What follows belongs to an exercise in optimizing a design on an open flow for small area and a short achievable clock period; a production flow would make more cautious choices. The RTL was checked by simulation tests, not by an equivalence proof against the original design. Power figures rest on the tool's default switching activity, not on a simulated workload.

==> design/flow/design.v <==
module Col0_Route (
    input  [23:0] p,
    output [2:0]  s0       
);
    wire [1:0] d [0:7];
    genvar k;
    generate for (k = 0; k < 8; k = k + 1) begin : g_d
        assign d[k] = p[3*k+1 +: 2];
    end endgenerate
    wire bs01 = (d[0] == d[3]) | (d[1] == d[2]);
    wire bd01 = (d[0] == d[2]) | (d[1] == d[3]);
    wire bs02 = (d[0] == d[5]) | (d[1] == d[4]);
    wire bd02 = (d[0] == d[4]) | (d[1] == d[5]);
    wire bs03 = (d[0] == d[7]) | (d[1] == d[6]);
    wire bd03 = (d[0] == d[6]) | (d[1] == d[7]);
    wire bs12 = (d[2] == d[5]) | (d[3] == d[4]);
    wire bd12 = (d[2] == d[4]) | (d[3] == d[5]);
    wire bs13 = (d[2] == d[7]) | (d[3] == d[6]);
    wire bd13 = (d[2] == d[6]) | (d[3] == d[7]);
    wire bs23 = (d[4] == d[7]) | (d[5] == d[6]);
    wire bd23 = (d[4] == d[6]) | (d[5] == d[7]);
    wire a1 = bs01 | bd01, a2 = bs02 | bd02, a3 = bs03 | bd03;
    wire v1 = bs01, v2 = bs02, v3 = bs03;
    wire h1_2 = a2 & (bs12 | bd12);
    wire h1_3 = a3 & (bs13 | bd13);
    wire w1   = h1_2 ? (v2 ^ bd12) : h1_3 ? (v3 ^ bd13) : 1'b1;
    wire s1   = a1 ? v1 : w1;
    wire h2_1 = a1 & (bs12 | bd12);
    wire h2_3 = a3 & (bs23 | bd23);
    wire w2   = h2_1 ? (v1 ^ bd12) : h2_3 ? (v3 ^ bd23) :
                (bs12 | bd12) ? (s1 ^ bd12) : 1'b1;
    wire s2   = a2 ? v2 : w2;
    wire h3_1 = a1 & (bs13 | bd13);
    wire h3_2 = a2 & (bs23 | bd23);
    wire w3   = h3_1 ? (v1 ^ bd13) : h3_2 ? (v2 ^ bd23) :
                (bs13 | bd13) ? (s1 ^ bd13) : (bs23 | bd23) ? (s2 ^ bd23) : 1'b1;
    wire s3   = a3 ? v3 : w3;
    assign s0 = {s3, s2, s1};
endmodule
module Sub_Route (
    input [1:0] g0,
    input       g1h,
    input [1:0] g2,
    input       g3l,
    output [4:0] s     
);
    wire c11 = g2[1] ^ g0[1];
    wire a   = ~g0[0];
    wire b   = c11 ? ~g2[0] : ~g3l;
    assign s[0] = c11;
    assign s[1] = ~g0[1];
    assign s[2] = ~g1h;
    assign s[3] = g0[1] ? b : a;
    assign s[4] = g0[1] ? a : b;
endmodule
module Benes_8p (input wire [2:0] mp0, mp1, mp2, mp3, mp4, mp5, mp6, mp7,
    input clk,
    output wire [19:0] state
);
    reg [23:0] p1;
    always @(posedge clk) p1 <= {mp7, mp6, mp5, mp4, mp3, mp2, mp1, mp0};
    wire [2:0] s0_w;
    Col0_Route c0(.p(p1), .s0(s0_w));
    reg [2:0] s0_2;
    reg [7:0] su_2;      
    reg [3:0] lu_2;      
    reg [5:0] sl_2;      
    wire [3:0] s0x = {s0_w, 1'b1};
    integer r;
    always @(posedge clk) begin
        s0_2 <= s0_w;
        for (r = 0; r < 4; r = r + 1) begin
            su_2[2*r +: 2] <= s0x[r] ? p1[6*r+1 +: 2] : p1[6*r+4 +: 2];
            lu_2[r]        <= s0x[r] ? p1[6*r]        : p1[6*r+3];
        end
        sl_2[1:0] <= p1[5:4];                         
        sl_2[2]   <= s0x[1] ? p1[11]    : p1[8];      
        sl_2[4:3] <= s0x[2] ? p1[17:16] : p1[14:13];  
        sl_2[5]   <= s0x[3] ? p1[22]    : p1[19];     
    end
    wire [3:0] t_w;
    wire [4:0] bu_w, bl_w;
    assign t_w[0] = |{su_2[1:0] == 2'd0 & ~lu_2[0], su_2[3:2] == 2'd0 & ~lu_2[1],
                      su_2[5:4] == 2'd0 & ~lu_2[2], su_2[7:6] == 2'd0 & ~lu_2[3]};
    assign t_w[1] = |{su_2[1:0] == 2'd1 & ~lu_2[0], su_2[3:2] == 2'd1 & ~lu_2[1],
                      su_2[5:4] == 2'd1 & ~lu_2[2], su_2[7:6] == 2'd1 & ~lu_2[3]};
    assign t_w[2] = |{su_2[1:0] == 2'd2 & ~lu_2[0], su_2[3:2] == 2'd2 & ~lu_2[1],
                      su_2[5:4] == 2'd2 & ~lu_2[2], su_2[7:6] == 2'd2 & ~lu_2[3]};
    assign t_w[3] = |{su_2[1:0] == 2'd3 & ~lu_2[0], su_2[3:2] == 2'd3 & ~lu_2[1],
                      su_2[5:4] == 2'd3 & ~lu_2[2], su_2[7:6] == 2'd3 & ~lu_2[3]};
    Sub_Route bu(.g0(su_2[1:0]), .g1h(su_2[3]), .g2(su_2[5:4]), .g3l(su_2[6]), .s(bu_w));
    Sub_Route bl(.g0(sl_2[1:0]), .g1h(sl_2[2]), .g2(sl_2[4:3]), .g3l(sl_2[5]), .s(bl_w));
    reg [16:0] q3, q4, q5, q6, q7;
    always @(posedge clk) begin
        q3 <= {t_w, s0_2, bl_w, bu_w};
        q4 <= q3;
        q5 <= q4;
        q6 <= q5;
        q7 <= q6;
    end
    assign state[0]  = 1'b1;
    assign state[1]  = 1'b1;
    assign state[2]  = q7[1];
    assign state[3]  = q7[3];
    assign state[4]  = q7[13];
    assign state[5]  = q7[10];
    assign state[6]  = q7[0];
    assign state[7]  = q7[2];
    assign state[8]  = q7[4];
    assign state[9]  = q7[14];
    assign state[10] = q7[11];
    assign state[11] = 1'b1;
    assign state[12] = q7[6];
    assign state[13] = q7[8];
    assign state[14] = q7[15];
    assign state[15] = q7[12];
    assign state[16] = q7[5];
    assign state[17] = q7[7];
    assign state[18] = q7[9];
    assign state[19] = q7[16];
endmodule
==> design/flow/run.sh <==
#!/bin/bash
# synth_recipe.tcl (not shown) runs the flow's synth.tcl, then flattens the netlist and writes it again
# the make line also repeats each setting of config.mk as NAME=value (left out here)
make -C /OpenROAD-flow-scripts/flow DESIGN_CONFIG=/design/flow/config.mk WORK_HOME=/design/flow/orfs CLKGATE_MAP_FILE= SYNTH_SCRIPT=/design/flow/synth_recipe.tcl finish
==> design/flow/config.mk <==
export PLATFORM = sky130hd
export DESIGN_NAME = Benes_8p
export DESIGN_NICKNAME = Benes_8p
export VERILOG_FILES = /design/flow/design.v
export SDC_FILE = /design/flow/constraint.sdc
export NUM_CORES = 4
export LEC_CHECK = 0
export CAP_MARGIN = 20
export CORE_MARGIN = 2
export CORE_UTILIZATION = 40
export SLEW_MARGIN = 20
==> design/flow/constraint.sdc <==
create_clock -name core_clock -period 2.5 [get_ports {clk}]
set_input_delay 0.5000 -clock core_clock [delete_from_list [all_inputs] [get_ports {clk}]]
set_output_delay 0.5000 -clock core_clock [all_outputs]
set_load 0.01 [all_outputs]
==> results of run 1 <==
-- metrics by stage --
stage	hold WS [ns]	utilization, %
floorplan	0.3096	-
global placement	0.3096	48.47
detailed placement	0.3121	48.47
CTS	0.3185	54.98
global route	0.3199	55.16
finish	0.3139	55.16
-- cells by family after synthesis --
logic type | Yosys count | share of synthesized area [%]
flip-flops | 129 | 64.74
AO/OA/AOI/OAI | 51 | 10.29
XOR/XNOR | 50 | 11.17
AND/OR/NAND/NOR | 32 | 4.423
buffers and inverters | 28 | 4.235
multiplexers | 17 | 5.050
other | 1 | 0.09401
-- layer usage --
metal  routed length [microns]  part of all wire [%]  vias up
met3                       230                   3.4       19
met1                      2870                    43     1100
met5                         0                     0        -
met4                       217                   3.2        0
met2                      3359                    50       62
li1                          -                     -     1179
-- path summary, 6_finish.rpt --
path              endpoint  slack (ns)  cells past startpoint
hold / removal       q4[0]        0.31                      0
setup reg to reg   su_2[6]       -0.33                      9
setup / recovery   su_2[6]       -0.33                      9
hold reg to reg      q4[0]        0.31                      0
-- power groups by stage --
stage | clock (mW) | combinational [mW] | sequential, mW
6_report | 2.12 | 0.819 | 2.59
5_1_grt | 2.28 | 0.882 | 2.63
4_1_cts | 2.18 | 0.815 | 2.60
3_5_place_dp | 0 | 0.764 | 2.63
3_3_place_gp | 0 | 0.751 | 2.62
2_1_floorplan | 0 | 0.445 | 2.61
-- final cells by class --
cell class	instances	area, sq um	area share [%]
repair buffers	69	630.6	11.75
clock inverters	13	102.6	1.912
multi-input cells	153	1380	25.72
inverters	8	30.03	0.5596
clock buffers	19	421.7	7.857
flip-flops and latches	129	2635	49.10
well taps	133	166.4	3.101
-- placed cells by master (no fill, tap or decap), types with 3 or more instances in the layout --
cell                              count
sky130_fd_sc_hd__nor2_1              10
sky130_fd_sc_hd__clkdlybuf4s50_1     40
sky130_fd_sc_hd__inv_1                7
sky130_fd_sc_hd__dfxtp_1            115
sky130_fd_sc_hd__xor2_1              41
sky130_fd_sc_hd__xor2_2               9
sky130_fd_sc_hd__buf_4               28
sky130_fd_sc_hd__mux2_1               5
sky130_fd_sc_hd__nand2_1              5
sky130_fd_sc_hd__inv_6                5
sky130_fd_sc_hd__mux2i_1              4
sky130_fd_sc_hd__dfxtp_4             14
sky130_fd_sc_hd__o22a_1               6
sky130_fd_sc_hd__conb_1               3
sky130_fd_sc_hd__mux2_2               4
sky130_fd_sc_hd__clkinvlp_4           5
sky130_fd_sc_hd__mux2_4               4
sky130_fd_sc_hd__nor3_1               3
sky130_fd_sc_hd__o22ai_1              7
sky130_fd_sc_hd__nand2b_1             3
sky130_fd_sc_hd__o22ai_2              5
sky130_fd_sc_hd__a21oi_1             10
sky130_fd_sc_hd__clkbuf_16           16
-- registers in the layout, indices dropped and copies added, names as in the netlist --
name  count
p1       23
q3       17
q4       17
q5       17
q6       17
q7       17
su_2      8
sl_2      6
lu_2      4
s0_2      3
-- repair_timing --
action	4_1_cts	5_1_grt
gates resized for setup	42	3
hold buffers	0	0
buffers inserted	5	0
pin swaps	6	2
setup endpoints to repair	10	10
==> implementation parameters, run 1 <==
Parameter                              Value

Outcome
  Outcome ... finished with violations
  Layout Check Fails ... setup timing

Power and ir drop
  Maximum resistive drop on vdd ... 449.2 uV
  Portion of total power attributed to sequential cells ... 46.9%
  Switching share of total power ... 24.88%
  Leakage ... 2.220 nW
  Power Dens Cells ... 1030 mW/mm^2
  Pint ... 4.153 mW
  Clock power share ... 38.3%
  Psw ... 1.376 mW
  Total power of the final layout ... 5.529 mW
  Portion of total power attributed to combinational logic ... 14.8%

Die
  Cell Rows ... 36
  Starting utilization of the core area ... 41.00%
  Die outline height ... 103.9 microns
  Die extent in x ... 103.9 microns
  Placeable Area ... 0.009729 sq mm
  Io pins ... 45
  Die area ... 0.01079 sq mm

Global routing
  Met1 track demand over resource ... 14.55%
  GRT Util Overall ... 13.24%
  Initial antenna violation count ... 0
  Met3 track utilization from global routing ... 4.198%
  Pin count of the biggest net entering global routing ... 17
  Number of global-route vias before repair ... 2,338
  First-pass GRT wire length ... 11,030 microns
  Met2 Track Usage GR ... 22.18%
  Most heavily used metal layer in global routing ... met2
  Overflow after GRT ... 0

Drt
  WL/cell ... 12.74 microns
  Detailed-route via count ... 2,360
  Remaining antenna violation count after routing ... 0
  DRT Wirelength ... 6677 microns
  Number of DRC markers after the initial detailed-route iteration ... 54
  Remaining DRCs ... 0
  Count of TritonRoute iterations in the first routing pass ... 4
  Post-detailed-route via-to-cell ratio ... 4.504

Setup path
  Crit path max-delay cell type ... sky130_fd_sc_hd__or4_4
  Data arrival time at the worst-slack endpoint ... 3.21 ns
  Critical Path Start ... p1[5]
  Family with the most delay on the worst path ... compound AO/OA/AOI/OAI gates
  Startpoint of the lowest-slack register-to-register path ... p1[5]
  Slowest Stage Delay on Critical Path ... 0.55 ns
  Worst-path maximum fanout ... 7
  Setup Crit Path Kind ... reg -> reg
  Endpoint type of the worst setup path ... flop
  Crit path buffers/inverters ... 0
  Chain of cells forming the critical path ... xor2_2 -> o22a_1 -> nand4_1 -> a21oi_1 -> o32a_1 -> or4_4 -> o311ai_4 -> a31o_4 -> mux2_4
  Critical Path RT ... 2.88 ns
  Worst setup SP type ... flop

STA
  Min cycle time layout ... 2.826 ns
  Worst clock skew ... 0.01238 ns
  Final critical-path setup slack ... -0.3264 ns
  Max frequency ... 353.8 MHz
  Final hold violation count ... 0
  Setup-failing EPs final ... 10
  Count of final max-slew check failures ... 0
  RSZ-0062 raised after global routing ... true
  Final setup TNS ... -2.447 ns
  Final Cycle Share ... 113.1%

Worst hold path
  Worst Min Path Start ... q3[0]
  Class of the worst hold path ... reg -> reg

Placed design
  Number of input and output port buffers inserted ... 40
  Routability congestion estimate ... 0.9042
  Placement-stage cell area ... 0.004716 sq mm
  HPWL after detailed placement ... 4507 microns
  Pre-CTS setup slack ... -0.4850 ns
  Placed cell count ... 491

Synthesis
  #FFs+latches synth ... 129
  Share of synthesized flip-flops with an asynchronous set or reset ... 0%
  Sequential-to-total area share from yosys stat ... 64.74%
  Dominant synthesized flop cell ... sky130_fd_sc_hd__dfxtp_1
  Number of library cell types mapped by synthesis ... 44
  Syn_area_per_cell ... 12.95 sq um
  Most common library cells after synthesis ... sky130_fd_sc_hd__dfxtp_1, sky130_fd_sc_hd__xor2_1, sky130_fd_sc_hd__o22ai_1
  Synth top area cells ... sky130_fd_sc_hd__dfxtp_1, sky130_fd_sc_hd__xor2_1, sky130_fd_sc_hd__o22ai_1
  Number of flops mapped to enable cells by yosys ... 0
  Most used standard cell by instance count after synthesis ... sky130_fd_sc_hd__dfxtp_1
  Cell count after synthesis ... 308
  Post-synthesis cell type with the largest combined area ... sky130_fd_sc_hd__dfxtp_1
  Netlist area before placement ... 0.003989 sq mm
  Yosys warns ... 2
  Area share of the largest cell type after synthesis ... 64.74%

Cells and area
  Finished layout cell area ... 0.005366 sq mm
  Number of non-filler instances in the completed layout ... 524
  Share of layout cells above drive strength 1 ... 27.88%
  Fillcell total ... 847
  Net count reported at finish ... 403
  Area growth, synth to finish ... 34.54%
  N_diodes ... 0

Clock network
  Clock tree from TritonCTS ... built
  # clock sinks ... 129
  Clock Tree Root ... sky130_fd_sc_hd__clkbuf_8
  Level count of the clock H-tree ... 4
  Worst-skew pair later-pin latency ... 0.50 ns
  Clock Pin Slew Worst Setup and Hold Paths ... 0.06 ns
  Number of buffers between clock root and the deepest sink ... 2
  CTS Buf Count ... 17

Flow run
  Max cap viols ... 0
==> run 2, diff against run 1 <==
--- a/design/flow/design.v
+++ b/design/flow/design.v
@@ -58,6 +58,5 @@
     output wire [19:0] state
 );
-    reg [23:0] p1;
-    always @(posedge clk) p1 <= {mp7, mp6, mp5, mp4, mp3, mp2, mp1, mp0};
+    wire [23:0] p1 = {mp7, mp6, mp5, mp4, mp3, mp2, mp1, mp0};
     wire [2:0] s0_w;
     Col0_Route c0(.p(p1), .s0(s0_w));
@@ -91,7 +90,8 @@
     Sub_Route bu(.g0(su_2[1:0]), .g1h(su_2[3]), .g2(su_2[5:4]), .g3l(su_2[6]), .s(bu_w));
     Sub_Route bl(.g0(sl_2[1:0]), .g1h(sl_2[2]), .g2(sl_2[4:3]), .g3l(sl_2[5]), .s(bl_w));
-    reg [16:0] q3, q4, q5, q6, q7;
+    reg [16:0] q2, q3, q4, q5, q6, q7;
     always @(posedge clk) begin
-        q3 <= {t_w, s0_2, bl_w, bu_w};
+        q2 <= {t_w, s0_2, bl_w, bu_w};
+        q3 <= q2;
         q4 <= q3;
         q5 <= q4;
==> run 2 against run 1 <==
  * The layout still fails its checks (setup timing)
  * Design area grew 9.0%
  * Sequential power shrank 3%
  * Non-clock buffer count grew 36
  * Routed wire length grew 12%
  * Clock power grew 16%
  * Synthesized cell count shrank 1.9%
  * Cell count grew 4.8%
  * Global-route usage grew 2.1 points
  * Register-to-register slack gained 1.7 ns
  * Total power grew 8.5%
  * Via count grew 4.5%
  * Sequential share of layout area shrank 7.0 points
  * Largest cell class unchanged
  * Largest power group unchanged
==> implementation parameters, run 2 <==
Parameter                              Value

Worst hold path
  Cell depth of the worst min-delay path ... 1 (was 0)
  Worst Min Path Start ... mp0[1] (was q3[0])
  End of the worst hold path ... su_2[0] (was q4[0])
  Class of the worst hold path ... in -> reg (was reg -> reg)

Clock network
  Clock Tree Root ... sky130_fd_sc_hd__clkbuf_8 (unchanged)
  Clock Pin Slew Worst Setup and Hold Paths ... 0.05 ns (was 0.06 ns)
  Clock tree from TritonCTS ... built (unchanged)
  CTS Buf Count ... 17 (unchanged)
  Number of hold buffers added after cts ... 0 (unchanged)
  Number of buffers between clock root and the deepest sink ... 2 (unchanged)
  Worst-skew pair later-pin latency ... 0.49 ns (was 0.50 ns)
  Level count of the clock H-tree ... 4 (unchanged)
  # clock sinks ... 123 (was 129)

Global routing
  GRT Util Overall ... 15.33% (was 13.24%)
  Pin count of the biggest net entering global routing ... 17 (unchanged)
  Number of global-route vias before repair ... 2,542 (was 2,338)
  Overflow after GRT ... 0 (unchanged)
  First-pass GRT wire length ... 11,930 microns (was 11,030 microns)
  Initial antenna violation count ... 0 (unchanged)

Die
  Die extent in x ... 102.3 microns (was 103.9 microns)
  Cell Rows ... 35 (was 36)
  Die outline height ... 102.3 microns (was 103.9 microns)
  Starting utilization of the core area ... 41.48% (was 41.00%)
  Placeable Area ... 0.009328 sq mm (was 0.009729 sq mm)
  Die area ... 0.01047 sq mm (was 0.01079 sq mm)
  Io pins ... 45 (unchanged)

Synthesis
  Sequential-to-total area share from yosys stat ... 63.65% (was 64.74%)
  Netlist area before placement ... 0.003869 sq mm (was 0.003989 sq mm)
  Synth top area cells ... sky130_fd_sc_hd__dfxtp_1, sky130_fd_sc_hd__xor2_1, sky130_fd_sc_hd__o22ai_1 (unchanged)
  Dominant synthesized flop cell ... sky130_fd_sc_hd__dfxtp_1 (unchanged)
  Most common library cells after synthesis ... sky130_fd_sc_hd__dfxtp_1, sky130_fd_sc_hd__xor2_1, sky130_fd_sc_hd__o22ai_1 (unchanged)
  Area share of the largest cell type after synthesis ... 63.65% (was 64.74%)
  Number of flops mapped to enable cells by yosys ... 0 (unchanged)
  Number of library cell types mapped by synthesis ... 44 (unchanged)
  #FFs+latches synth ... 123 (was 129)
  Share of synthesized flip-flops with an asynchronous set or reset ... 0% (unchanged)
  Syn_area_per_cell ... 12.81 sq um (was 12.95 sq um)
  Cell count after synthesis ... 302 (was 308)
  Most used standard cell by instance count after synthesis ... sky130_fd_sc_hd__dfxtp_1 (unchanged)
  Post-synthesis cell type with the largest combined area ... sky130_fd_sc_hd__dfxtp_1 (unchanged)
  Yosys warns ... 2 (unchanged)

Setup path
  Setup Crit Path Kind ... in -> reg (was reg -> reg)
  RR Endpoint ... q2[16] (was su_2[6])
  Worst reg-to-reg path cell count ... 3 (was 9)
  Slowest Stage Delay on Critical Path ... 0.54 ns (was 0.55 ns)
  Crit path max-delay cell type ... sky130_fd_sc_hd__or4_4 (unchanged)
  Endpoint type of the worst setup path ... flop (unchanged)
  Data arrival time at the worst-slack endpoint ... 2.98 ns (was 3.21 ns)
  Worst-path maximum fanout ... 7 (unchanged)
  Startpoint of the lowest-slack register-to-register path ... su_2[1] (was p1[5])
  Family with the most delay on the worst path ... compound AO/OA/AOI/OAI gates (unchanged)
  Slack of the worst reg-to-reg path ... 1.38 ns (was -0.33 ns)
  Critical Path RT ... 2.88 ns (about the same)
  Worst setup SP type ... primary input (was flop)
  Crit path buffers/inverters ... 2 (was 0)
  Chain of cells forming the critical path ... buf_2 -> buf_12 -> xor2_1 -> o22a_1 -> nand4_1 -> a21oi_1 -> o32a_1 -> or4_4 -> o311ai_4 -> a31o_4 -> mux2_4 (was xor2_2 -> o22a_1 -> nand4_1 -> a21oi_1 -> o32a_1 -> or4_4 -> o311ai_4 -> a31o_4 -> mux2_4)

Outcome
  Layout Check Fails ... setup timing (unchanged)
  Outcome ... finished with violations (unchanged)

Flow run
  Max cap viols ... 0 (unchanged)

Drt
  Number of DRC markers after the initial detailed-route iteration ... 75 (was 54)
  Remaining DRCs ... 0 (unchanged)
  DRT Wirelength ... 7469 microns (was 6677 microns)
  WL/cell ... 13.60 microns (was 12.74 microns)
  Post-detailed-route via-to-cell ratio ... 4.494 (was 4.504)
  Count of TritonRoute iterations in the first routing pass ... 4 (unchanged)
  Detailed-route via count ... 2,467 (was 2,360)
  Remaining antenna violation count after routing ... 0 (unchanged)

STA
  Setup-failing EPs final ... 4 (was 10)
  Min cycle time layout ... 2.595 ns (was 2.826 ns)
  Final setup TNS ... -0.3728 ns (was -2.447 ns)
  Worst clock skew ... 0.004849 ns (was 0.01238 ns)
  Count of final max-slew check failures ... 0 (unchanged)
  RSZ-0062 raised after global routing ... true (unchanged)
  Final critical-path setup slack ... -0.09541 ns (was -0.3264 ns)
  Max frequency ... 385.3 MHz (was 353.8 MHz)
  Final Cycle Share ... 103.8% (was 113.1%)
  Final hold violation count ... 0 (unchanged)

Cells and area
  Commonest non-fill, non-tap cell in the layout ... sky130_fd_sc_hd__dfxtp_1 (unchanged)
  Commonest cells after routing, fill and taps aside ... sky130_fd_sc_hd__dfxtp_1, sky130_fd_sc_hd__buf_4, sky130_fd_sc_hd__xor2_2, sky130_fd_sc_hd__clkdlybuf4s50_1, sky130_fd_sc_hd__xor2_1 (was sky130_fd_sc_hd__dfxtp_1, sky130_fd_sc_hd__xor2_1, sky130_fd_sc_hd__clkdlybuf4s50_1)
  Area growth, synth to finish ... 51.16% (was 34.54%)
  N_diodes ... 0 (unchanged)
  Share of layout cells above drive strength 1 ... 41.19% (was 27.88%)
  Net count reported at finish ... 433 (was 403)

Placed design
  Pre-CTS setup slack ... -1.098 ns (was -0.4850 ns)
  HPWL after detailed placement ... 4784 microns (was 4507 microns)
  Routability congestion estimate ... 0.8050 (was 0.9042)
  Number of input and output port buffers inserted ... 40 (unchanged)

Power and ir drop
  Maximum resistive drop on vdd ... 628.1 uV (was 449.2 uV)
  Leakage ... 2.489 nW (was 2.220 nW)
  Power Dens Cells ... 1026 mW/mm^2 (was 1030 mW/mm^2)
==> run 2: timing repair <==
item,CTS,global route
gates resized for setup,114,28
buffers inserted,26,3
setup endpoints to repair,11,10
pin swaps,22,7
==> run 2: worst max path at each step <==
stage | slack (ns) | end | startpoint | depth (start not counted)
floorplan | -0.39 | lu_2[3] | mp5[2] | 10
global placement | -1.12 | su_2[7] | mp1[2] | 10
detailed placement | -1.10 | sl_2[5] | mp1[2] | 10
CTS | -0.1 | sl_2[5] | mp2[2] | 11
global route | -0.14 | lu_2[3] | mp5[2] | 11
finish | -0.1 | su_2[7] | mp4[2] | 11
==> run 2: kinds of logic (layout without fill, tap and decap cells) <==
kind of cell | after synthesis | in the layout | share of synthesized area (%)
buffers and inverters | 28 | 144 | 4.366
xor gates and xnor gates | 50 | 50 | 11.51
other | 1 | 3 | 0.09693
and+or+nand+nor | 32 | 32 | 4.560
muxes | 17 | 17 | 5.207
AOI/OAI and AO/OA | 51 | 51 | 10.61
DFF | 123 | 123 | 63.65
==> run 2: final cells by class <==
cell class / count / area, sq um
fill: 753 / 3480
sequential: 123 / 2462
multi-input combinational: 153 / 1637
timing repair buffer: 105 / 947.2
clock buffer: 18 / 417.9
clock inverter: 13 / 192.7
tap: 129 / 161.4
inverter: 8 / 30.03
==> run 2: stage by stage <==
step / cell area, sq um / power (mW) / hold slack, ns / utilization (%) / std cells
after floorplan: 3966 / 3.020 / 0.3096 / - / 304
after global placement: 4701 / 3.363 / 0.3097 / 50.40 / 497
after detailed placement: 4701 / 3.389 / 0.3121 / 50.40 / 497
after CTS: 5782 / 6.022 / 0.2181 / 61.99 / 554
after global routing: 5848 / 6.247 / 0.1744 / 62.70 / 549
final: 5848 / 5.998 / 0.1951 / 62.70 / 549
==> run 2: worst reg2reg max path, stage by stage, from the launching register on <==
cell                       delay, ns
sky130_fd_sc_hd__dfxtp_1        0.44
sky130_fd_sc_hd__inv_1          0.15
sky130_fd_sc_hd__o32a_1         0.36
sky130_fd_sc_hd__o211ai_1       0.10
==> run 2: report_power, final <==
group	switching, mW	internal (mW)	total [mW]
Sequential	0.125	2.39	2.52
Combinational	0.444	0.581	1.03
Clock	0.831	1.62	2.45
Total	1.40	4.60	6.00
==> run 2: metal layers <==
layer	vias up	part of all wire, %	track usage [%]
li1	1211	-	-
met5	-	0	0
met1	1187	41	16.03
met2	54	55	27.43
met3	15	2.4	5.130
met4	0	2.4	7.692
==> run 3, diff against run 2 <==
--- a/design/flow/design.v
+++ b/design/flow/design.v
@@ -20,20 +20,12 @@
     wire bs23 = (d[4] == d[7]) | (d[5] == d[6]);
     wire bd23 = (d[4] == d[6]) | (d[5] == d[7]);
-    wire a1 = bs01 | bd01, a2 = bs02 | bd02, a3 = bs03 | bd03;
-    wire v1 = bs01, v2 = bs02, v3 = bs03;
-    wire h1_2 = a2 & (bs12 | bd12);
-    wire h1_3 = a3 & (bs13 | bd13);
-    wire w1   = h1_2 ? (v2 ^ bd12) : h1_3 ? (v3 ^ bd13) : 1'b1;
-    wire s1   = a1 ? v1 : w1;
-    wire h2_1 = a1 & (bs12 | bd12);
-    wire h2_3 = a3 & (bs23 | bd23);
-    wire w2   = h2_1 ? (v1 ^ bd12) : h2_3 ? (v3 ^ bd23) :
-                (bs12 | bd12) ? (s1 ^ bd12) : 1'b1;
-    wire s2   = a2 ? v2 : w2;
-    wire h3_1 = a1 & (bs13 | bd13);
-    wire h3_2 = a2 & (bs23 | bd23);
-    wire w3   = h3_1 ? (v1 ^ bd13) : h3_2 ? (v2 ^ bd23) :
-                (bs13 | bd13) ? (s1 ^ bd13) : (bs23 | bd23) ? (s2 ^ bd23) : 1'b1;
-    wire s3   = a3 ? v3 : w3;
+    wire f0_1 = bd01 | (bs02 & bd12) | (bd02 & bs12) | (bs03 & bd13) | (bd03 & bs13);
+    wire f1_2 = bs02 | (bs01 & bs12) | (bd01 & bd12) | (bs03 & bs23) | (bd03 & bd23);
+    wire f0_2 = bd02 | (bs01 & bd12) | (bd01 & bs12) | (bs03 & bd23) | (bd03 & bs23);
+    wire f1_3 = bs03 | (bs01 & bs13) | (bd01 & bd13) | (bs02 & bs23) | (bd02 & bd23);
+    wire f0_3 = bd03 | (bs01 & bd13) | (bd01 & bs13) | (bs02 & bd23) | (bd02 & bs23);
+    wire s1 = ~f0_1;
+    wire s2 = f1_2 | ~(f0_2 | bd12);
+    wire s3 = f1_3 | ~(f0_3 | bd13 | (bd23 & ~bs13));
     assign s0 = {s3, s2, s1};
 endmodule
@@ -58,5 +50,6 @@
     output wire [19:0] state
 );
-    wire [23:0] p1 = {mp7, mp6, mp5, mp4, mp3, mp2, mp1, mp0};
+    reg [23:0] p1;
+    always @(posedge clk) p1 <= {mp7, mp6, mp5, mp4, mp3, mp2, mp1, mp0};
     wire [2:0] s0_w;
     Col0_Route c0(.p(p1), .s0(s0_w));
@@ -90,8 +83,7 @@
     Sub_Route bu(.g0(su_2[1:0]), .g1h(su_2[3]), .g2(su_2[5:4]), .g3l(su_2[6]), .s(bu_w));
     Sub_Route bl(.g0(sl_2[1:0]), .g1h(sl_2[2]), .g2(sl_2[4:3]), .g3l(sl_2[5]), .s(bl_w));
-    reg [16:0] q2, q3, q4, q5, q6, q7;
+    reg [16:0] q3, q4, q5, q6, q7;
     always @(posedge clk) begin
-        q2 <= {t_w, s0_2, bl_w, bu_w};
-        q3 <= q2;
+        q3 <= {t_w, s0_2, bl_w, bu_w};
         q4 <= q3;
         q5 <= q4;
--- a/design/flow/config.mk
+++ b/design/flow/config.mk
@@ -9,3 +9,4 @@
 export CORE_MARGIN = 2
 export CORE_UTILIZATION = 40
+export SETUP_SLACK_MARGIN = 1.1
 export SLEW_MARGIN = 20
==> run 3 against run 2 <==
  * Now clean on timing, DRC and antenna
  * Sequential power hardly changed
  * Synthesized cell count is 5.0% lower
  * Critical path depth is 4 lower
  * Setup slack better by 0.65 ns
  * Non-clock buffer count is 51 lower
  * Worst hold slack better by 0.12 ns
  * Total power is 6.1% lower
  * Critical endpoint unchanged
==> implementation parameters, run 3 <==
Parameter                              Value

Outcome
  Outcome ... finished clean (was finished with violations)

Clock network
  Level count of the clock H-tree ... 4 (unchanged)
  Clock Tree Root ... sky130_fd_sc_hd__clkbuf_8 (unchanged)
  Number of hold buffers added after cts ... 0 (unchanged)
  Worst-skew pair later-pin latency ... 0.51 ns (was 0.49 ns)
  Clock Pin Slew Worst Setup and Hold Paths ... 0.06 ns (was 0.05 ns)
  Clock tree from TritonCTS ... built (unchanged)
  Number of buffers between clock root and the deepest sink ... 2 (unchanged)
  CTS Buf Count ... 17 (unchanged)
  # clock sinks ... 129 (was 123)

Cells and area
  Commonest non-fill, non-tap cell in the layout ... sky130_fd_sc_hd__dfxtp_1 (unchanged)
  Area growth, synth to finish ... 33.98% (was 51.16%)
  End-of-flow core utilization ... 55.69% (was 62.70%)
  Register bank with the most flops ... p1
  Commonest cells after routing, fill and taps aside ... sky130_fd_sc_hd__dfxtp_1, sky130_fd_sc_hd__xor2_1, sky130_fd_sc_hd__clkdlybuf4s50_1 (was sky130_fd_sc_hd__dfxtp_1, sky130_fd_sc_hd__buf_4, sky130_fd_sc_hd__xor2_2, sky130_fd_sc_hd__clkdlybuf4s50_1, sky130_fd_sc_hd__xor2_1)
  N_diodes ... 0 (unchanged)
  Largest register FFs ... 23
  Fillcell total ... 783 (was 753)
  Net count reported at finish ... 367 (was 433)
  Share of layout cells above drive strength 1 ... 35.77% (was 41.19%)
  Finished layout cell area ... 0.005170 sq mm (was 0.005848 sq mm)

STA
  Final hold violation count ... 0 (unchanged)
  RSZ-0062 raised after global routing ... true (unchanged)
  Count of final max-slew check failures ... 0 (unchanged)
  Max frequency ... 513.1 MHz (was 385.3 MHz)
  Setup-failing EPs final ... 0 (was 4)
  Min cycle time layout ... 1.949 ns (was 2.595 ns)
  Final setup TNS ... 0 ns (was -0.3728 ns)
  Fin Hold WS ... 0.3150 ns (was 0.1951 ns)
  Worst clock skew ... 0.01333 ns (was 0.004849 ns)
  Final critical-path setup slack ... 0.5511 ns (was -0.09541 ns)
  Final Cycle Share ... 77.96% (was 103.8%)

Drt
  DRT Wirelength ... 5850 microns (was 7469 microns)
  Remaining DRCs ... 0 (unchanged)
  WL/cell ... 12.09 microns (was 13.60 microns)
  Detailed-route via count ... 2,038 (was 2,467)
  Number of DRC markers after the initial detailed-route iteration ... 59 (was 75)
  Count of TritonRoute iterations in the first routing pass ... 4 (unchanged)
  Remaining antenna violation count after routing ... 0 (unchanged)
  Post-detailed-route via-to-cell ratio ... 4.211 (was 4.494)

Setup path
  Startpoint of the lowest-slack register-to-register path ... p1[22] (was su_2[1])
  Worst-path maximum fanout ... 7 (unchanged)
  Worst reg-to-reg path cell count ... 7 (was 3)
  Critical Path Start ... p1[22] (was mp4[2])
  Crit path max-delay cell type ... sky130_fd_sc_hd__dfxtp_4 (was sky130_fd_sc_hd__or4_4)
  Endpoint type of the worst setup path ... flop (unchanged)
  Critical Path Stages ... 7 (was 11)
  Setup Crit Path Kind ... reg -> reg (was in -> reg)
  Worst setup SP type ... flop (was primary input)
  CP endpoint ... su_2[7] (unchanged)
  Slowest Stage Delay on Critical Path ... 0.40 ns (was 0.54 ns)
  Critical Path RT ... 2.90 ns (was 2.88 ns)
  Chain of cells forming the critical path ... xor2_2 -> o22ai_2 -> nand2_2 -> a2111oi_4 -> a211oi_2 -> buf_4 -> mux2_4 (was buf_2 -> buf_12 -> xor2_1 -> o22a_1 -> nand4_1 -> a21oi_1 -> o32a_1 -> or4_4 -> o311ai_4 -> a31o_4 -> mux2_4)
  Crit path buffers/inverters ... 1 (was 2)
  Family with the most delay on the worst path ... compound AO/OA/AOI/OAI gates (unchanged)
  Data arrival time at the worst-slack endpoint ... 2.35 ns (was 2.98 ns)
  Slack of the worst reg-to-reg path ... 0.55 ns (was 1.38 ns)
  RR Endpoint ... su_2[7] (was q2[16])

Placed design
  Placement-stage cell area ... 0.004288 sq mm (was 0.004701 sq mm)
  HPWL after detailed placement ... 3500 microns (was 4784 microns)
  Number of input and output port buffers inserted ... 40 (unchanged)
  Routability congestion estimate ... 0.9156 (was 0.8050)
  Pre-CTS setup slack ... 0.2900 ns (was -1.098 ns)

Synthesis
  Sequential-to-total area share from yosys stat ... 66.93% (was 63.65%)
  Number of library cell types mapped by synthesis ... 41 (was 44)
  Cell count after synthesis ... 287 (was 302)
  Most used standard cell by instance count after synthesis ... sky130_fd_sc_hd__dfxtp_1 (unchanged)
  Dominant synthesized flop cell ... sky130_fd_sc_hd__dfxtp_1 (unchanged)
  Number of flops mapped to enable cells by yosys ... 0 (unchanged)
  Netlist area before placement ... 0.003859 sq mm (was 0.003869 sq mm)
  Syn_area_per_cell ... 13.44 sq um (was 12.81 sq um)
  Area share of the largest cell type after synthesis ... 66.93% (was 63.65%)
  Share of synthesized flip-flops with an asynchronous set or reset ... 0% (unchanged)
  Yosys warns ... 2 (unchanged)
  Most common library cells after synthesis ... sky130_fd_sc_hd__dfxtp_1, sky130_fd_sc_hd__xor2_1, sky130_fd_sc_hd__buf_4 (was sky130_fd_sc_hd__dfxtp_1, sky130_fd_sc_hd__xor2_1, sky130_fd_sc_hd__o22ai_1)
  #FFs+latches synth ... 129 (was 123)
  Synth top area cells ... sky130_fd_sc_hd__dfxtp_1, sky130_fd_sc_hd__xor2_1, sky130_fd_sc_hd__mux2_2 (was sky130_fd_sc_hd__dfxtp_1, sky130_fd_sc_hd__xor2_1, sky130_fd_sc_hd__o22ai_1)
  Post-synthesis cell type with the largest combined area ... sky130_fd_sc_hd__dfxtp_1 (unchanged)

Die
  Die area ... 0.01045 sq mm (was 0.01047 sq mm)
  Io pins ... 45 (unchanged)
  Starting utilization of the core area ... 41.56% (was 41.48%)
  Placeable Area ... 0.009284 sq mm (was 0.009328 sq mm)
  Die outline height ... 102.2 microns (was 102.3 microns)
  Die extent in x ... 102.2 microns (was 102.3 microns)
  Cell Rows ... 35 (unchanged)

Power and ir drop
  Leakage ... 2.144 nW (was 2.489 nW)
  Maximum resistive drop on vdd ... 536.6 uV (was 628.1 uV)
  Power Dens Cells ... 1089 mW/mm^2 (was 1026 mW/mm^2)

Flow run
  Max cap viols ... 0 (unchanged)

Global routing
  Number of global-route vias before repair ... 1,948 (was 2,542)
  Overflow after GRT ... 0 (unchanged)
  GRT Util Overall ... 12.83% (was 15.33%)
  Initial antenna violation count ... 0 (unchanged)
  First-pass GRT wire length ... 9604 microns (was 11,930 microns)
  Pin count of the biggest net entering global routing ... 17 (unchanged)

Worst hold path
  Class of the worst hold path ... reg -> reg (was in -> reg)
  Cell depth of the worst min-delay path ... 0 (was 1)
-- run 3: cell types whose count changed after synthesis, sizes merged, moves of 4 or more --
cell	previous run	this run
a22oi	2	7
o22a	6	0
xor2	50	38
nand3	0	4
dfxtp	123	129
xnor2	0	12
o22ai	14	9
a21oi	10	6
-- run 3: routing by layer --
metal,up-vias,global-route usage (%),wire length [microns]
met5,-,0,0
met3,9,6.908,310
met1,937,14.51,2556
met4,0,7.077,89
li1,1040,-,-
met2,52,19.43,2893
-- run 3: cells by family after synthesis --
family	share of synthesized area, %
multiplexers	4.831
other	0.09718
buffers and inverters	4.929
flip-flops	66.93
XOR/XNOR	11.54
AND/OR/NAND/NOR	4.507
AO/OA/AOI/OAI	7.166
-- run 3: cell type report --
| class | count | area [sq um] | area share [%] |
|---|---|---|---|
| inverters | 7 | 26.28 | 0.5082 |
| clock buffers | 18 | 417.9 | 8.083 |
| clock inverters | 14 | 202.7 | 3.921 |
| well taps | 129 | 161.4 | 3.122 |
| flip-flops and latches | 129 | 2644 | 51.14 |
| multi-input cells | 133 | 1284 | 24.83 |
| repair buffers | 54 | 434.2 | 8.398 |
-- run 3: worst min-delay path by stage --
stage | startpoint | to | slack (ns)
final | q4[10] | q5[10] | 0.31
after detailed placement | q3[0] | q4[0] | 0.31
after floorplan | p1[0] | lu_2[0] | 0.31
after CTS | q5[12] | q6[12] | 0.32
after global routing | q4[10] | q5[10] | 0.32
after global placement | q6[11] | q7[11] | 0.31
-- run 3: timing repair --
item                                    4_1_cts  5_1_grt
pin swaps                                     6        6
endpoints found under the setup margin       33       33
cloned                                        0        0
buffers inserted                              8        4
gates resized for setup                     112       21
-- run 3: stage by stage --
stage	power [mW]	std cells
2_1_floorplan	2.892	289
3_3_place_gp	3.075	440
3_5_place_dp	3.094	440
4_1_cts	5.649	480
5_1_grt	5.886	484
6_report	5.629	484
-- run 3: worst register-to-register path, cell delays in order, from the launching register on --
cell and delay, ns:
sky130_fd_sc_hd__dfxtp_4 0.40, sky130_fd_sc_hd__xor2_2 0.19, sky130_fd_sc_hd__o22ai_2 0.23, sky130_fd_sc_hd__nand2_2 0.11
sky130_fd_sc_hd__a2111oi_4 0.34, sky130_fd_sc_hd__a211oi_2 0.11, sky130_fd_sc_hd__buf_4 0.17, sky130_fd_sc_hd__mux2_4 0.29
-- run 3: power breakdown --
group | switching (mW) | internal [mW]
Sequential | 0.147 | 2.40
Clock | 0.892 | 1.64
Combinational | 0.240 | 0.313
==> run 4, diff against run 3 <==
--- a/design/flow/config.mk
+++ b/design/flow/config.mk
@@ -9,4 +9,6 @@
 export CORE_MARGIN = 2
 export CORE_UTILIZATION = 40
+export CTS_CLUSTER_DIAMETER = 150
+export CTS_CLUSTER_SIZE = 50
 export SETUP_SLACK_MARGIN = 1.1
 export SLEW_MARGIN = 20
==> run 4 against run 3 <==
  * Clock power is essentially flat
  * Non-clock buffer count is the same
  * Clock skew unchanged
  * Largest cell class unchanged
  * Largest power group unchanged
==> implementation parameters, run 4 <==
Parameter                              Value

Outcome
  Outcome ... finished clean (unchanged)

STA
  RSZ-0062 raised after global routing ... true (unchanged)
  Final Cycle Share ... 77.96% (unchanged)
  Min cycle time layout ... 1.949 ns (unchanged)
  Final setup TNS ... 0 ns (unchanged)
  Setup-failing EPs final ... 0 (unchanged)
  Fin Hold WS ... 0.3150 ns (unchanged)
  Count of final max-slew check failures ... 0 (unchanged)
  Final hold violation count ... 0 (unchanged)
  Worst clock skew ... 0.01333 ns (unchanged)
  Max frequency ... 513.1 MHz (unchanged)

Drt
  Remaining DRCs ... 0 (unchanged)
  WL/cell ... 12.09 microns (unchanged)
  Count of TritonRoute iterations in the first routing pass ... 4 (unchanged)
  Number of DRC markers after the initial detailed-route iteration ... 59 (unchanged)
  Detailed-route via count ... 2,038 (unchanged)
  DRT Wirelength ... 5850 microns (unchanged)
  Remaining antenna violation count after routing ... 0 (unchanged)
  Post-detailed-route via-to-cell ratio ... 4.211 (unchanged)

Die
  Starting utilization of the core area ... 41.56% (unchanged)
  Cell Rows ... 35 (unchanged)
  Placeable Area ... 0.009284 sq mm (unchanged)
  Die extent in x ... 102.2 microns (unchanged)
  Die outline height ... 102.2 microns (unchanged)
  Die area ... 0.01045 sq mm (unchanged)
  Io pins ... 45 (unchanged)

Setup path
  Chain of cells forming the critical path ... xor2_2 -> o22ai_2 -> nand2_2 -> a2111oi_4 -> a211oi_2 -> buf_4 -> mux2_4 (unchanged)
  Setup Crit Path Kind ... reg -> reg (unchanged)
  Endpoint type of the worst setup path ... flop (unchanged)
  Critical Path RT ... 2.90 ns (about the same)
  Critical Path Stages ... 7 (unchanged)
  Worst reg-to-reg path cell count ... 7 (unchanged)
  Crit path buffers/inverters ... 1 (unchanged)
  Worst-path maximum fanout ... 7 (unchanged)
  Data arrival time at the worst-slack endpoint ... 2.35 ns (about the same)
  Crit path max-delay cell type ... sky130_fd_sc_hd__dfxtp_4 (unchanged)
  Worst setup SP type ... flop (unchanged)
  Slowest Stage Delay on Critical Path ... 0.40 ns (about the same)
  Family with the most delay on the worst path ... compound AO/OA/AOI/OAI gates (unchanged)

Synthesis
  Post-synthesis cell type with the largest combined area ... sky130_fd_sc_hd__dfxtp_1 (unchanged)
  Netlist area before placement ... 0.003859 sq mm (unchanged)
  Sequential-to-total area share from yosys stat ... 66.93% (unchanged)
  Post-Synth Simple-Gate Area ... 4.507% (unchanged)
  Most common library cells after synthesis ... sky130_fd_sc_hd__dfxtp_1, sky130_fd_sc_hd__xor2_1, sky130_fd_sc_hd__buf_4 (unchanged)
  Complex-gate fraction of the synthesized area ... 7.166% (unchanged)
  Cell count after synthesis ... 287 (unchanged)
  Post-synthesis mux area share ... 4.831% (unchanged)
  Syn_area_per_cell ... 13.44 sq um (unchanged)
  Adder-cell area share of the yosys netlist ... 0% (unchanged)
  Dominant synthesized flop cell ... sky130_fd_sc_hd__dfxtp_1 (unchanged)
  Synth top area cells ... sky130_fd_sc_hd__dfxtp_1, sky130_fd_sc_hd__xor2_1, sky130_fd_sc_hd__mux2_2 (unchanged)
  Most used standard cell by instance count after synthesis ... sky130_fd_sc_hd__dfxtp_1 (unchanged)
  #FFs+latches synth ... 129 (unchanged)
  Yosys warns ... 2 (unchanged)
  Share of synthesized flip-flops with an asynchronous set or reset ... 0% (unchanged)
  Number of library cell types mapped by synthesis ... 41 (unchanged)
  Xor/xnor cell area share of the yosys netlist ... 11.54% (unchanged)
  Number of flops mapped to enable cells by yosys ... 0 (unchanged)
  Area share of the largest cell type after synthesis ... 66.93% (unchanged)
  Main combinational cell family by area after synthesis ... XOR/XNOR gates (unchanged)

Worst hold path
  Cell depth of the worst min-delay path ... 0 (unchanged)
  Class of the worst hold path ... reg -> reg (unchanged)

Flow run
  Max cap viols ... 0 (unchanged)

Clock network
  # clock sinks ... 129 (unchanged)
  Level count of the clock H-tree ... 4 (unchanged)
  Number of hold buffers added after cts ... 0 (unchanged)
  Worst-skew pair later-pin latency ... 0.51 ns (about the same)
  Clock Pin Slew Worst Setup and Hold Paths ... 0.06 ns (about the same)
  Clock tree from TritonCTS ... built (unchanged)
  CTS Buf Count ... 17 (unchanged)
  Clock Tree Root ... sky130_fd_sc_hd__clkbuf_8 (unchanged)
  Number of buffers between clock root and the deepest sink ... 2 (unchanged)

Cells and area
  N_diodes ... 0 (unchanged)
  Fillcell total ... 783 (unchanged)
  Net count reported at finish ... 367 (unchanged)
  Commonest cells after routing, fill and taps aside ... sky130_fd_sc_hd__dfxtp_1, sky130_fd_sc_hd__xor2_1, sky130_fd_sc_hd__clkdlybuf4s50_1 (unchanged)
  Share of layout cells above drive strength 1 ... 35.77% (unchanged)
  Largest register FFs ... 23 (unchanged)
  Area growth, synth to finish ... 33.98% (unchanged)
  Commonest non-fill, non-tap cell in the layout ... sky130_fd_sc_hd__dfxtp_1 (unchanged)
  Register bank with the most flops ... p1 (unchanged)

Power and ir drop
  Leakage ... 2.144 nW (unchanged)
  Maximum resistive drop on vdd ... 536.6 uV (unchanged)
  Power Dens Cells ... 1089 mW/mm^2 (unchanged)

Global routing
  First-pass GRT wire length ... 9604 microns (unchanged)
  Pin count of the biggest net entering global routing ... 17 (unchanged)
  Number of global-route vias before repair ... 1,948 (unchanged)
  GRT Util Overall ... 12.83% (unchanged)
  Initial antenna violation count ... 0 (unchanged)
  Overflow after GRT ... 0 (unchanged)

Placed design
  Number of input and output port buffers inserted ... 40 (unchanged)
  HPWL after detailed placement ... 3500 microns (unchanged)
  Routability congestion estimate ... 0.9156 (unchanged)
-- run 4: cell counts after synthesis --
No cell type changed its count.
-- run 4: kinds of logic after synthesis --
| logic type | after synthesis |
|---|---|
| other | 1 |
| buffers and inverters | 27 |
| AOI/OAI and AO/OA | 31 |
| and+or+nand+nor | 32 |
| xor gates and xnor gates | 50 |
| DFF | 129 |
| muxes | 17 |
-- run 4: where the power goes --
part | total, mW | internal [mW] | leakage [nW] | switching (mW)
clock network | 2.53 | 1.64 | 0.306 | 0.892
registers | 2.55 | 2.40 | 1.09 | 0.147
logic | 0.554 | 0.313 | 0.746 | 0.240
total | 5.63 | 4.35 | 2.14 | 1.28
-- run 4: timing repair --
item                       4_1_cts  5_1_grt
gates cloned                     0        0
pin swaps                        6        6
setup endpoints to repair       33       33
buffers inserted                 8        4
resized for setup              112       21
-- run 4: final timing paths --
| kind | start | endpoint | slack [ns] |
|---|---|---|---|
| worst max-delay path | p1[22] | su_2[7] | 0.55 |
| worst min-delay path | q4[10] | q5[10] | 0.31 |
| worst max register to register | p1[22] | su_2[7] | 0.55 |
| worst min register to register | q4[10] | q5[10] | 0.31 |
-- run 4: metal layers --
layer,track usage (%),part of all wire [%],wire [microns]
met5,0,0,0
met4,7.077,1.5,89
met3,6.908,5.3,310
met2,19.43,49,2893
met1,14.51,44,2556
-- run 4: layout make-up --
cell class	count	area (sq um)	area share, %
inverter	7	26.28	0.5082
clock inverter	14	202.7	3.921
sequential	129	2644	51.14
clock buffer	18	417.9	8.083
tap	129	161.4	3.122
timing repair buffer	54	434.2	8.398
multi-input combinational	133	1284	24.83
-- run 4: through the flow --
| stage | utilization [%] | setup slack (ns) | cells | instance area (sq um) | power, mW |
|---|---|---|---|---|---|
| after global placement | 46.19 | 0.2917 | 440 | 4288 | 3.075 |
| final | 55.69 | 0.5511 | 484 | 5170 | 5.629 |
| after CTS | 53.94 | 0.5733 | 480 | 5007 | 5.649 |
| after detailed placement | 46.19 | 0.2900 | 440 | 4288 | 3.094 |
| after floorplan | - | 0.6407 | 289 | 3875 | 2.892 |
| after global routing | 55.69 | 0.4524 | 484 | 5170 | 5.886 |
==> run 5, diff against run 4 <==
--- a/design/flow/config.mk
+++ b/design/flow/config.mk
@@ -9,6 +9,6 @@
 export CORE_MARGIN = 2
 export CORE_UTILIZATION = 40
-export CTS_CLUSTER_DIAMETER = 150
-export CTS_CLUSTER_SIZE = 50
+export CTS_CLUSTER_DIAMETER = 100
+export CTS_CLUSTER_SIZE = 30
 export SETUP_SLACK_MARGIN = 1.1
 export SLEW_MARGIN = 20
==> run 5 against run 4 <==
  * Combinational power about the same
  * Core utilization unchanged
  * Setup slack unchanged
  * Die area unchanged
  * Clock power about the same
  * Highest routed layer unchanged
  * Via count unchanged
==> implementation parameters, run 5 <==
Parameter                              Value

STA
  Final Cycle Share ... 77.96% (unchanged)
  Final setup TNS ... 0 ns (unchanged)
  RSZ-0062 raised after global routing ... true (unchanged)
  Worst clock skew ... 0.01333 ns (unchanged)
  Count of final max-slew check failures ... 0 (unchanged)
  Max frequency ... 513.1 MHz (unchanged)
  Fin Hold WS ... 0.3150 ns (unchanged)
  Min cycle time layout ... 1.949 ns (unchanged)
  Setup-failing EPs final ... 0 (unchanged)
  Final hold violation count ... 0 (unchanged)

Synthesis
  Most used standard cell by instance count after synthesis ... sky130_fd_sc_hd__dfxtp_1 (unchanged)
  Dominant synthesized flop cell ... sky130_fd_sc_hd__dfxtp_1 (unchanged)
  Area share of the largest cell type after synthesis ... 66.93% (unchanged)
  Sequential-to-total area share from yosys stat ... 66.93% (unchanged)
  Share of synthesized flip-flops with an asynchronous set or reset ... 0% (unchanged)
  Number of library cell types mapped by synthesis ... 41 (unchanged)
  Syn_area_per_cell ... 13.44 sq um (unchanged)
  Synth top area cells ... sky130_fd_sc_hd__dfxtp_1, sky130_fd_sc_hd__xor2_1, sky130_fd_sc_hd__mux2_2 (unchanged)
  Cell count after synthesis ... 287 (unchanged)
  Post-synthesis cell type with the largest combined area ... sky130_fd_sc_hd__dfxtp_1 (unchanged)
  Most common library cells after synthesis ... sky130_fd_sc_hd__dfxtp_1, sky130_fd_sc_hd__xor2_1, sky130_fd_sc_hd__buf_4 (unchanged)
  #FFs+latches synth ... 129 (unchanged)
  Netlist area before placement ... 0.003859 sq mm (unchanged)
  Number of flops mapped to enable cells by yosys ... 0 (unchanged)
  Yosys warns ... 2 (unchanged)

Die
  Starting utilization of the core area ... 41.56% (unchanged)
  Cell Rows ... 35 (unchanged)
  Placeable Area ... 0.009284 sq mm (unchanged)
  Die outline height ... 102.2 microns (unchanged)
  Die extent in x ... 102.2 microns (unchanged)
  Io pins ... 45 (unchanged)
  Die area ... 0.01045 sq mm (unchanged)

Global routing
  Overflow after GRT ... 0 (unchanged)
  Number of global-route vias before repair ... 1,948 (unchanged)
  Pin count of the biggest net entering global routing ... 17 (unchanged)
  First-pass GRT wire length ... 9604 microns (unchanged)
  Initial antenna violation count ... 0 (unchanged)
  GRT Util Overall ... 12.83% (unchanged)

Flow run
  Max cap viols ... 0 (unchanged)

Cells and area
  Finished layout cell area ... 0.005170 sq mm (unchanged)
  Area growth, synth to finish ... 33.98% (unchanged)
  Share of layout cells above drive strength 1 ... 35.77% (unchanged)
  Net count reported at finish ... 367 (unchanged)
  N_diodes ... 0 (unchanged)
  Commonest non-fill, non-tap cell in the layout ... sky130_fd_sc_hd__dfxtp_1 (unchanged)
  Number of non-filler instances in the completed layout ... 484 (unchanged)
  Register bank with the most flops ... p1 (unchanged)
  Commonest cells after routing, fill and taps aside ... sky130_fd_sc_hd__dfxtp_1, sky130_fd_sc_hd__xor2_1, sky130_fd_sc_hd__clkdlybuf4s50_1 (unchanged)
  Largest register FFs ... 23 (unchanged)

Placed design
  HPWL after detailed placement ... 3500 microns (unchanged)
  Placement-stage cell area ... 0.004288 sq mm (unchanged)
  Placed cell count ... 440 (unchanged)
  Number of input and output port buffers inserted ... 40 (unchanged)
  Routability congestion estimate ... 0.9156 (unchanged)

Setup path
  Worst-path maximum fanout ... 7 (unchanged)
  Worst reg-to-reg path cell count ... 7 (unchanged)
  Data arrival time at the worst-slack endpoint ... 2.35 ns (about the same)
  RR Endpoint ... su_2[7] (unchanged)
  Setup Crit Path Kind ... reg -> reg (unchanged)
  Critical Path RT ... 2.90 ns (about the same)
  Worst setup SP type ... flop (unchanged)
  Endpoint type of the worst setup path ... flop (unchanged)
  Slack of the worst reg-to-reg path ... 0.55 ns (about the same)
  Startpoint of the lowest-slack register-to-register path ... p1[22] (unchanged)

Drt
  DRT Wirelength ... 5850 microns (unchanged)
  Number of DRC markers after the initial detailed-route iteration ... 59 (unchanged)
  Detailed-route via count ... 2,038 (unchanged)
  Remaining antenna violation count after routing ... 0 (unchanged)
  Post-detailed-route via-to-cell ratio ... 4.211 (unchanged)
  Remaining DRCs ... 0 (unchanged)
  Count of TritonRoute iterations in the first routing pass ... 4 (unchanged)
  WL/cell ... 12.09 microns (unchanged)

Clock network
  CTS Buf Count ... 17 (unchanged)
  Level count of the clock H-tree ... 4 (unchanged)
  Clock tree from TritonCTS ... built (unchanged)
  Worst-skew pair later-pin latency ... 0.51 ns (about the same)
  # clock sinks ... 129 (unchanged)
  Number of buffers between clock root and the deepest sink ... 2 (unchanged)
  Clock Tree Root ... sky130_fd_sc_hd__clkbuf_8 (unchanged)
  Clock Pin Slew Worst Setup and Hold Paths ... 0.06 ns (about the same)

Power and ir drop
  Maximum resistive drop on vdd ... 536.6 uV (unchanged)
  Power Dens Cells ... 1089 mW/mm^2 (unchanged)
  Leakage ... 2.144 nW (unchanged)

Worst hold path
  End of the worst hold path ... q5[10] (unchanged)
  Cell depth of the worst min-delay path ... 0 (unchanged)
  Worst Min Path Start ... q4[10] (unchanged)
  Class of the worst hold path ... reg -> reg (unchanged)

Outcome
  Outcome ... finished clean (unchanged)
-- run 5: cell counts in the layout (fill, tap and decap cells not counted) --
Identical to the previous run, type by type.
-- run 5: worst max-delay path, cell delays in order (launching register included) --
cell,delay (ns)
sky130_fd_sc_hd__dfxtp_4,0.40
sky130_fd_sc_hd__xor2_2,0.19
sky130_fd_sc_hd__o22ai_2,0.22
sky130_fd_sc_hd__nand2_2,0.11
sky130_fd_sc_hd__a2111oi_4,0.34
sky130_fd_sc_hd__a211oi_2,0.11
sky130_fd_sc_hd__buf_4,0.17
sky130_fd_sc_hd__mux2_4,0.29
-- run 5: metal layers --
layer  vias to the layer above  global-route usage, %  share of wire [%]
li1                       1040                      -                  -
met3                         9                  6.908                5.3
met5                         -                      0                  0
met2                        52                  19.43                 49
met4                         0                  7.077                1.5
met1                       937                  14.51                 44
-- run 5: cell type report --
class                      count  area, sq um
clock buffer                  18        417.9
clock inverter                14        202.7
fill                         783         4114
inverter                       7        26.28
multi-input combinational    133         1284
sequential                   129         2644
tap                          129        161.4
timing repair buffer          54        434.2
-- run 5: report_power, final --
part	total (mW)	switching, mW	internal [mW]
Combinational	0.554	0.240	0.313
Sequential	2.55	0.147	2.40
Clock	2.53	0.892	1.64
Total	5.63	1.28	4.35
-- run 5: kinds of logic (layout without fill, tap and decap cells) --
group | Yosys count | count (layout) | synth area share, %
flops | 129 | 129 | 66.93
xor+xnor | 50 | 50 | 11.54
simple gates | 32 | 32 | 4.507
compound gates | 31 | 31 | 7.166
buf+inv | 27 | 93 | 4.929
mux | 17 | 17 | 4.831
other cells | 1 | 3 | 0.09718
-- run 5: how the worst max path moves through the flow --
stage / startpoint / end / cells after the start / slack [ns]
2_1_floorplan: p1[8] / lu_2[3] / 7 / 0.64
3_3_place_gp: p1[13] / su_2[7] / 7 / 0.29
3_5_place_dp: p1[13] / su_2[7] / 7 / 0.29
4_1_cts: p1[7] / lu_2[3] / 7 / 0.57
5_1_grt: p1[22] / lu_2[3] / 7 / 0.45
6_report: p1[22] / su_2[7] / 7 / 0.55
-- run 5: stage by stage --
step | total power, mW | worst slack (ns) | util [%]
3_5_place_dp | 3.094 | 0.2900 | 46.19
4_1_cts | 5.649 | 0.5733 | 53.94
5_1_grt | 5.886 | 0.4524 | 55.69
3_3_place_gp | 3.075 | 0.2917 | 46.19
6_report | 5.629 | 0.5511 | 55.69
2_1_floorplan | 2.892 | 0.6407 | -
-- run 5: timing repair --
item	in CTS	in global routing
hold buffers	0	0
gates resized for setup	112	21
buffers inserted	8	4
pin swaps	6	6
endpoints found under the setup margin	33	33
==> run 6, diff against run 5 <==
--- a/design/flow/config.mk
+++ b/design/flow/config.mk
@@ -9,6 +9,3 @@
 export CORE_MARGIN = 2
 export CORE_UTILIZATION = 40
-export CTS_CLUSTER_DIAMETER = 100
-export CTS_CLUSTER_SIZE = 30
-export SETUP_SLACK_MARGIN = 1.1
 export SLEW_MARGIN = 20
==> run 6 against run 5 <==
  * Setup slack lost 0.30 ns
  * Non-clock buffer count fell by 11
  * Routed wire length decreased by 2.9%
  * Critical endpoint is now su_2[6]
==> implementation parameters, run 6 <==
Parameter                              Value

Clock network
  Post-CTS sizing ... 0 (was 112)
  Level count of the clock H-tree ... 4 (unchanged)
  Worst-skew pair later-pin latency ... 0.51 ns (about the same)
  CTS Buf Count ... 17 (unchanged)
  Clock Tree Root ... sky130_fd_sc_hd__clkbuf_8 (unchanged)
  Number of buffers between clock root and the deepest sink ... 2 (unchanged)
  Number of hold buffers added after cts ... 0 (unchanged)
  Clock Pin Slew Worst Setup and Hold Paths ... 0.06 ns (about the same)
  # clock sinks ... 129 (unchanged)
  Post-CTS setup buffers ... 0 (was 8)
  Clock tree from TritonCTS ... built (unchanged)

Drt
  DRT Wirelength ... 5682 microns (was 5850 microns)
  Detailed-route via count ... 2,001 (was 2,038)
  WL/cell ... 12.01 microns (was 12.09 microns)
  Remaining DRCs ... 0 (unchanged)
  Count of TritonRoute iterations in the first routing pass ... 4 (unchanged)
  Remaining antenna violation count after routing ... 0 (unchanged)
  Post-detailed-route via-to-cell ratio ... 4.230 (was 4.211)
  Number of DRC markers after the initial detailed-route iteration ... 95 (was 59)

STA
  Final setup TNS ... 0 ns (unchanged)
  Setup-failing EPs final ... 0 (unchanged)
  Max frequency ... 445.0 MHz (was 513.1 MHz)
  Worst clock skew ... 0.006018 ns (was 0.01333 ns)
  Min cycle time layout ... 2.247 ns (was 1.949 ns)
  Final Cycle Share ... 89.89% (was 77.96%)
  Headroom to the max-slew limit ... 65.66%
  RSZ-0062 raised after global routing ... false (was true)
  Worst-Margin Slew ... 0.5151 ns
  Count of final max-slew check failures ... 0 (unchanged)
  Fin Hold WS ... 0.3210 ns (was 0.3150 ns)
  Final critical-path setup slack ... 0.2528 ns (was 0.5511 ns)
  Final hold violation count ... 0 (unchanged)

Global routing
  Initial antenna violation count ... 0 (unchanged)
  Pin count of the biggest net entering global routing ... 17 (unchanged)
  First-pass GRT wire length ... 9149 microns (was 9604 microns)
  GRT Util Overall ... 12.25% (was 12.83%)
  Overflow after GRT ... 0 (unchanged)
  Number of global-route vias before repair ... 1,901 (was 1,948)

Flow run
  Max cap viols ... 0 (unchanged)

Cells and area
  Share of layout cells above drive strength 1 ... 16.57% (was 35.77%)
  Fillcell total ... 810 (was 783)
  Commonest non-fill, non-tap cell in the layout ... sky130_fd_sc_hd__dfxtp_1 (unchanged)
  N_diodes ... 0 (unchanged)
  Multi-input logic area ... 0.001094 sq mm (was 0.001284 sq mm)
  Largest register FFs ... 23 (unchanged)
  Area growth, synth to finish ... 26.17% (was 33.98%)
  Register bank with the most flops ... p1 (unchanged)
  Commonest cells after routing, fill and taps aside ... sky130_fd_sc_hd__dfxtp_1, sky130_fd_sc_hd__clkdlybuf4s50_1, sky130_fd_sc_hd__xor2_1 (was sky130_fd_sc_hd__dfxtp_1, sky130_fd_sc_hd__xor2_1, sky130_fd_sc_hd__clkdlybuf4s50_1)
  Footprint of the flip-flops and latches ... 0.002582 sq mm (was 0.002644 sq mm)
  Net count reported at finish ... 356 (was 367)

Synthesis
  #FFs+latches synth ... 129 (unchanged)
  Post-synthesis mux area share ... 4.831% (unchanged)
  Sequential-to-total area share from yosys stat ... 66.93% (unchanged)
  Number of library cell types mapped by synthesis ... 41 (unchanged)
  Dominant synthesized flop cell ... sky130_fd_sc_hd__dfxtp_1 (unchanged)
  Post-synthesis cell type with the largest combined area ... sky130_fd_sc_hd__dfxtp_1 (unchanged)
  Yosys warns ... 2 (unchanged)
  Number of flops mapped to enable cells by yosys ... 0 (unchanged)
  Cell count after synthesis ... 287 (unchanged)
  Main combinational cell family by area after synthesis ... XOR/XNOR gates (unchanged)
  Synth top area cells ... sky130_fd_sc_hd__dfxtp_1, sky130_fd_sc_hd__xor2_1, sky130_fd_sc_hd__mux2_2 (unchanged)
  Share of synthesized flip-flops with an asynchronous set or reset ... 0% (unchanged)
  Post-Synth Simple-Gate Area ... 4.507% (unchanged)
  Adder-cell area share of the yosys netlist ... 0% (unchanged)
  Netlist area before placement ... 0.003859 sq mm (unchanged)
  Most common library cells after synthesis ... sky130_fd_sc_hd__dfxtp_1, sky130_fd_sc_hd__xor2_1, sky130_fd_sc_hd__buf_4 (unchanged)
  Area share of the largest cell type after synthesis ... 66.93% (unchanged)
  Most used standard cell by instance count after synthesis ... sky130_fd_sc_hd__dfxtp_1 (unchanged)
  Complex-gate fraction of the synthesized area ... 7.166% (unchanged)
  Xor/xnor cell area share of the yosys netlist ... 11.54% (unchanged)
  Syn_area_per_cell ... 13.44 sq um (unchanged)

Placed design
  Routability congestion estimate ... 0.8959 (was 0.9156)
  HPWL after detailed placement ... 3565 microns (was 3500 microns)
  Pre-CTS setup slack ... 0.2806 ns (was 0.2900 ns)
  Number of input and output port buffers inserted ... 40 (unchanged)

Setup path
  Endpoint type of the worst setup path ... flop (unchanged)
  Data arrival time at the worst-slack endpoint ... 2.64 ns (was 2.35 ns)
  Setup Crit Path Kind ... reg -> reg (unchanged)
  Critical Path RT ... 2.89 ns (was 2.90 ns)
  Worst-path maximum fanout ... 8 (was 7)
  Worst setup SP type ... flop (unchanged)

Die
  Cell Rows ... 35 (unchanged)
  Io pins ... 45 (unchanged)
  Die area ... 0.01045 sq mm (unchanged)
  Placeable Area ... 0.009284 sq mm (unchanged)
  Die extent in x ... 102.2 microns (unchanged)
  Starting utilization of the core area ... 41.56% (unchanged)
  Die outline height ... 102.2 microns (unchanged)

Outcome
  Outcome ... finished clean (unchanged)

Power and ir drop
  Maximum resistive drop on vdd ... 419.6 uV (was 536.6 uV)
  Power Dens Cells ... 1111 mW/mm^2 (was 1089 mW/mm^2)
  Leakage ... 2.005 nW (was 2.144 nW)

Worst hold path
  Class of the worst hold path ... reg -> reg (unchanged)
-- run 6: cell types whose count changed in the layout (fill, tap and decap cells not counted), moves of 3 or more --
| cell | delta |
|---|---|
| sky130_fd_sc_hd__buf_2 | -16 |
| sky130_fd_sc_hd__buf_4 | -9 |
| sky130_fd_sc_hd__buf_6 | -3 |
| sky130_fd_sc_hd__clkdlybuf4s50_1 | +17 |
| sky130_fd_sc_hd__dfxtp_1 | +17 |
| sky130_fd_sc_hd__dfxtp_4 | -16 |
| sky130_fd_sc_hd__o22ai_1 | +3 |
| sky130_fd_sc_hd__xor2_1 | +11 |
| sky130_fd_sc_hd__xor2_2 | -11 |
-- run 6: final cells by class --
type / instances / share of cell area (%)
Clock inverter: 12 / 3.007
Inverter: 7 / 0.5397
Timing Repair Buffer: 43 / 8.687
Sequential cell: 129 / 53.05
Multi-Input combinational cell: 133 / 22.46
Clock buffer: 20 / 8.944
Tap cell: 129 / 3.315
-- run 6: metal layers --
| layer | vias to the layer above | wire (microns) | global-route usage [%] |
|---|---|---|---|
| met5 | - | 0 | 0 |
| met4 | 0 | 174 | 7.385 |
| met3 | 19 | 315 | 5.472 |
| met2 | 63 | 2576 | 19.38 |
| met1 | 887 | 2616 | 13.60 |
| li1 | 1032 | - | - |
-- run 6: per-stage QoR --
stage          util [%]  instance area, sq um  power, mW  instances
3_3_place_gp      46.17                  4287      3.078        441
2_1_floorplan         -                  3866      2.889        289
6_report          52.44                  4868      5.410        473
5_1_grt           52.44                  4868      5.651        473
3_5_place_dp      46.17                  4287      3.096        441
4_1_cts           52.44                  4868      5.485        473
-- run 6: cell families after synthesis --
group | after synthesis
xor gates and xnor gates | 50
buffers and inverters | 27
DFF | 129
AOI/OAI and AO/OA | 31
other | 1
muxes | 17
and+or+nand+nor | 32
-- run 6: path summary, 6_finish.rpt --
check / slack [ns] / end / cells past startpoint / start
worst max-delay path: 0.25 / su_2[6] / 7 / p1[14]
worst min-delay path: 0.32 / q7[14] / 0 / q6[14]
worst max register to register: 0.25 / su_2[6] / 7 / p1[14]
worst min register to register: 0.32 / q7[14] / 0 / q6[14]
-- run 6: critical path: stages, from the launching register on --
cell	delay, ns
sky130_fd_sc_hd__dfxtp_1	0.61
sky130_fd_sc_hd__xnor2_1	0.19
sky130_fd_sc_hd__a22oi_4	0.25
sky130_fd_sc_hd__nand2_1	0.09
sky130_fd_sc_hd__a2111oi_2	0.42
sky130_fd_sc_hd__a211oi_2	0.12
sky130_fd_sc_hd__buf_4	0.18
sky130_fd_sc_hd__mux2_2	0.27
-- run 6: where the power goes --
part	leakage, nW	internal (mW)	switching [mW]
Clock	0.282	1.47	0.895
Sequential	1.09	2.40	0.140
Combinational	0.637	0.297	0.207
Total	2.00	4.17	1.24

==> what the ideal ports hide <==
Ports are ideal in the flow. The routed layouts listed here were re-timed in OpenROAD.
Step 1, drivers: a clkbuf_16 drives clk and a buf_2 each remaining input, both assumed.
Step 2 also shifts input and output timing later by t, the mid clock arrival at the registers, as if the neighbouring blocks saw the same clock.
a / b / c = no drivers / after step 1 / after step 2; a / b = the first two.
| run | t (ns) | setup slack, ns |
|---|---|---|
| run 1 | 0.522 | -0.326 / -0.326 / -0.326 |
| run 2 | 0.523 | -0.095 / -0.092 / -0.615 |
| run 3 | 0.534 | 0.551 / 0.551 / 0.551 |
| run 4 | 0.534 | 0.551 / 0.551 / 0.551 |
| run 5 | 0.534 | 0.551 / 0.551 / 0.551 |
| run 6 | 0.532 | 0.253 / 0.253 / 0.253 |
